What follows belongs to an exercise in optimizing a design on an open flow for small area; a production flow would make more cautious choices. Where RTL was checked, it was by simulation tests only, not by an equivalence proof against the original. No activity file was given, so power comes from the tool's default toggle rates.

==> v18 <==
==> flow/design.v <==
`timescale 1ns / 1ns
module source(copy_memory, instruction, r1, r2, r3, clk);
input wire [11:0] instruction;
input wire clk;
parameter 	S0 = 3'b000,
			S1 = 3'b001,
			S2 = 3'b010,
			S3 = 3'b011,
			S4 = 3'b100,
			S5 = 3'b101,
			S6 = 3'b110,
			S7 = 3'b111;
integer c;
reg [7:0] memory [7:0];
output reg [7:0] r1;
output reg [7:0] r2;
output reg [7:0] r3;
output reg [63:0] copy_memory;
always@(posedge clk) begin
	if (instruction[11:9] > 0) begin
		r1 = memory[instruction[8:6]];
		r2 = memory[instruction[5:3]];
	end
	case(instruction[11:9])
		S0: begin
			memory[instruction[8:6]] = 0;
			memory[instruction[8:6]] = instruction[5:0];
		end
		S1: begin
			r3 = r1 ^ r2;
		end
		S2: begin
			r3 = r1 | r2;
		end
		S3: begin
			r3 = r1 & r2;
		end
		S4: begin
			r3 = ~r1;
		end
		S5: begin
			r3 = r1 << r2;
		end
		S6: begin
			r3 = r1 << instruction[5:3];
		end
		S7: begin
			r3 = r1 + r2;
		end
	endcase
	if (instruction[11:9] > 0) begin
		memory[instruction[2:0]] = r3;
	end
	for (c = 0; c < 8; c ++) begin
		copy_memory[c * 8 +:8] = memory[c];
	end
end
endmodule
==> flow/run.sh <==
#!/bin/bash
# synth_recipe.tcl (not shown) runs the flow's synth.tcl, then flattens the netlist and writes it again
# the make line also repeats each setting of config.mk as NAME=value (left out here)
make -C /OpenROAD-flow-scripts/flow DESIGN_CONFIG=/design/flow/config.mk WORK_HOME=/design/flow/orfs CLKGATE_MAP_FILE= SYNTH_SCRIPT=/design/flow/synth_recipe.tcl finish
==> flow/config.mk <==
export PLATFORM = sky130hd
export DESIGN_NAME = source
export DESIGN_NICKNAME = source
export VERILOG_FILES = /design/flow/design.v
export SDC_FILE = /design/flow/constraint.sdc
export NUM_CORES = 4
export LEC_CHECK = 0
export CAP_MARGIN = 20
export CORE_MARGIN = 2
export CORE_UTILIZATION = 40
export SLEW_MARGIN = 20
==> flow/constraint.sdc <==
create_clock -name core_clock -period 5.5 [get_ports {clk}]
set_input_delay 1.1000 -clock core_clock [delete_from_list [all_inputs] [get_ports {clk}]]
set_output_delay 1.1000 -clock core_clock [all_outputs]
set_load 0.01 [all_outputs]
==> v3 (differences from v18) <==
==> flow/design.v (replaced) <==
`timescale 1ns / 1ns
module source(copy_memory, instruction, r1, r2, r3, clk);
input wire [11:0] instruction;
input wire clk;
output reg [7:0] r1;
output reg [7:0] r2;
output reg [7:0] r3;
output wire [63:0] copy_memory;
reg [7:0] mem [0:7];
wire [2:0] op = instruction[11:9];
wire [2:0] fa = instruction[8:6];
wire [2:0] fb = instruction[5:3];
wire [2:0] fd = instruction[2:0];
wire alu = |op;
reg [7:0] a, b;
integer k;
always @(*) begin
	a = alu ? 8'd0 : r1;
	b = alu ? 8'd0 : r2;
	for (k = 0; k < 8; k = k + 1) begin
		a = a | (mem[k] & {8{alu && fa == k}});
		b = b | (mem[k] & {8{alu && fb == k}});
	end
end
wire [2:0] sh = op[0] ? b[2:0] : fb;
wire [7:0] shl = a << sh;
wire kill = op[0] & |b[7:3];
reg [7:0] res;
always @(*) begin
	case (op)
		3'd1: res = a ^ b;
		3'd2: res = a | b;
		3'd3: res = a & b;
		3'd4: res = ~a;
		3'd5, 3'd6: res = kill ? 8'd0 : shl;
		3'd7: res = a + b;
		default: res = {2'b00, instruction[5:0]};
	endcase
end
wire [2:0] wa = alu ? fd : fa;
always @(posedge clk) begin
	r1 <= a;
	r2 <= b;
	if (alu) r3 <= res;
	for (k = 0; k < 8; k = k + 1)
		if (wa == k) mem[k] <= res;
end
genvar g;
generate for (g = 0; g < 8; g = g + 1) begin : cm
	assign copy_memory[8*g +: 8] = mem[g];
end endgenerate
endmodule
==> v35 (differences from v18) <==
==> flow/design.v (replaced) <==
`timescale 1ns / 1ns
module source(copy_memory, instruction, r1, r2, r3, clk);
input wire [11:0] instruction;
input wire clk;
output reg [7:0] r1;
output reg [7:0] r2;
output reg [7:0] r3;
output wire [63:0] copy_memory;
reg [7:0] mem [0:7];
wire [2:0] op = instruction[11:9];
wire [2:0] fa = instruction[8:6];
wire [2:0] fb = instruction[5:3];
wire [2:0] fd = instruction[2:0];
wire alu = |op;
reg [7:0] a, b;
integer k;
always @(*) begin
	a = alu ? 8'd0 : r1;
	b = alu ? 8'd0 : r2;
	for (k = 0; k < 8; k = k + 1) begin
		a = a | (mem[k] & {8{alu && fa == k}});
		b = b | (mem[k] & {8{alu && fb == k}});
	end
end
wire [2:0] sh = op[0] ? b[2:0] : fb;
wire [7:0] shl = a << sh;
wire kill = op[0] & |b[7:3];
reg [3:0] tt;
always @(*) begin
	case (op)
		3'd2: tt = 4'b1110;
		3'd3: tt = 4'b1000;
		3'd4: tt = 4'b0011;
		default: tt = 4'b0110;
	endcase
end
wire add = &op;
reg [7:0] lu, c;
integer i;
always @(*) begin
	for (i = 0; i < 8; i = i + 1) lu[i] = tt[{a[i], b[i]}];
	c[0] = 1'b0;
	for (i = 1; i < 8; i = i + 1) c[i] = add & (a[i-1] & b[i-1] | (a[i-1] ^ b[i-1]) & c[i-1]);
end
wire isshift = op[2] & (op[1] ^ op[0]);
wire [7:0] res = !alu ? {2'b00, instruction[5:0]} : isshift ? (kill ? 8'd0 : shl) : (lu ^ c);
wire [2:0] wa = alu ? fd : fa;
always @(posedge clk) begin
	r1 <= a;
	r2 <= b;
	if (alu) r3 <= res;
	for (k = 0; k < 8; k = k + 1)
		if (wa == k) mem[k] <= res;
end
genvar g;
generate for (g = 0; g < 8; g = g + 1) begin : cm
	assign copy_memory[8*g +: 8] = mem[g];
end endgenerate
endmodule
==> flow/flow/run.sh (new file) <==
#!/bin/bash
# Standard ORFS layout with two changes: an area-only ABC mapping script and
# minimum-size port buffers. Every step's log stays under orfs/logs.
set -euo pipefail
W=$PWD
SD=$W/scripts_mod
rm -rf "$SD"
cp -r "$FLOW_HOME/scripts" "$SD"
cp "$W/flow/abc_area.script" "$SD/abc_area.script"
bash "$W/standard.sh" SCRIPTS_DIR="$SD" \
  BUFFER_PORTS_ARGS="-buffer_cell sky130_fd_sc_hd__buf_1" finish > "$W/make_finish.log" 2>&1
==> flow/flow/abc_area.script (new file) <==
strash
&get -n
&st
&dch
&nf -a
&put
topo
==> flow/standard.sh (new file) <==
#!/bin/bash
# synth_recipe.tcl (not shown) runs the flow's synth.tcl, then flattens the netlist and writes it again
# the make line also repeats each setting of config.mk as NAME=value (left out here)
make -C /OpenROAD-flow-scripts/flow DESIGN_CONFIG=/design/flow/config.mk WORK_HOME=/design/flow/orfs CLKGATE_MAP_FILE= SYNTH_SCRIPT=/design/flow/synth_recipe.tcl "${@:-finish}"
- ABC_AREA: default -> 1
removed: flow/run.sh
==> notes.md <==
v35 finished with timing, DRC and antenna clean. v3 finished clean. v18 passed the timing, DRC and antenna checks. In flip-flop and latch count, v3 and v35 do not differ. Of v18 and v35, v18 has the higher cell count (gap 58%, measured against v35). Global-route usage, lowest first: v3, v35, v18. The combinational power of v18 is 3.8 times that of v35. Against v3, the cell area of v18 is higher by about 14%. In v18 the non-clock buffer count is higher than in v35, by 13. Synthesized area, lowest first: v35, v3, v18. The lowest register-to-register slack belongs to v18, the highest to v35.
==> figures <==
Outcome: v18 complete, no violations; v3 complete, no violations; v35 complete, no violations
Non-clk invs: v18 29; v3 25; v35 7
Final-stage net count: v18 850; v3 574; v35 519
Met3 layer wire length in the routed design: v18 999 um; v3 1.00 mm; v35 1.39 mm
Distinct cell type count after synthesis: v18 73; v3 69; v35 39
Routed wire length: v18 20.9 mm; v3 15.8 mm; v35 14.8 mm
Adder and majority gate portion of the synthesized area: v18 3.73%; v3 4.37%; v35 2.67%
Area share of the largest cell type after synthesis: v18 29.8%; v3 42.9%; v35 51.3%
Fraction of final layout cells with drive strength greater than 1: v18 14.4%; v3 12.8%; v35 9.96%
Pre-antenna DRT Iters: v18 5; v3 6; v35 8
Starting DRT DRC Count: v18 512; v3 338; v35 571
Insertion delay to the later sink of the worst-skew pair: v18 0.36 ns; v3 0.34 ns; v35 0.36 ns
Final setup slack of the worst path: v18 0.401 ns; v3 0.607 ns; v35 0.304 ns
Leakage: v18 3.09 nW; v3 2.51 nW; v35 1.85 nW
Flop2flop setup slack: v18 1.27 ns; v3 1.68 ns; v35 1.80 ns
Final cell utilization of the core: v18 52.1%; v3 53.0%; v35 50.7%
Fin area: v18 7550 um^2; v3 6610 um^2; v35 5210 um^2
The RTL of v35 was laid out without a check of its function.

## static timing again, ports no longer ideal
In the flow no input, the clock included, has a driving cell. The finished layouts below were timed again as built, in two steps. Step 1: set_driving_cell puts a clkbuf_16 on clk and a buf_2 on each other input, an assumption about the parent block. Step 2 also shifts input and output timing later by t, the mid clock arrival at the registers, as if the neighbouring blocks saw the same clock. a / b / c = ideal ports / drivers / drivers and shift; a / b = the first two.
| run | shift t [ns] | setup WS [ns] | hold slack, ns | slew at the worst register clock pin (ns) | worst slew at a driven data input, ns |
|---|---|---|---|---|---|
| v18 | 0.396 | 0.401 / 0.415 / 0.019 | 0.484 / 0.484 / 0.484 | 0.07 / 0.07 | 0.05 |
| v3 | 0.379 | 0.607 / 0.626 / 0.247 | 0.532 / 0.532 / 0.532 | 0.07 / 0.07 | 0.05 |
| v35 | 0.394 | 0.304 / 0.313 / -0.081 | 0.695 / 0.695 / 0.695 | 0.10 / 0.10 | 0.03 |
With both steps, setup timing fails in v35, where it was met with ideal ports. For v35, which loses most, drivers alone change the setup slack by +0.009 ns; drivers and shift together by -0.385 ns.
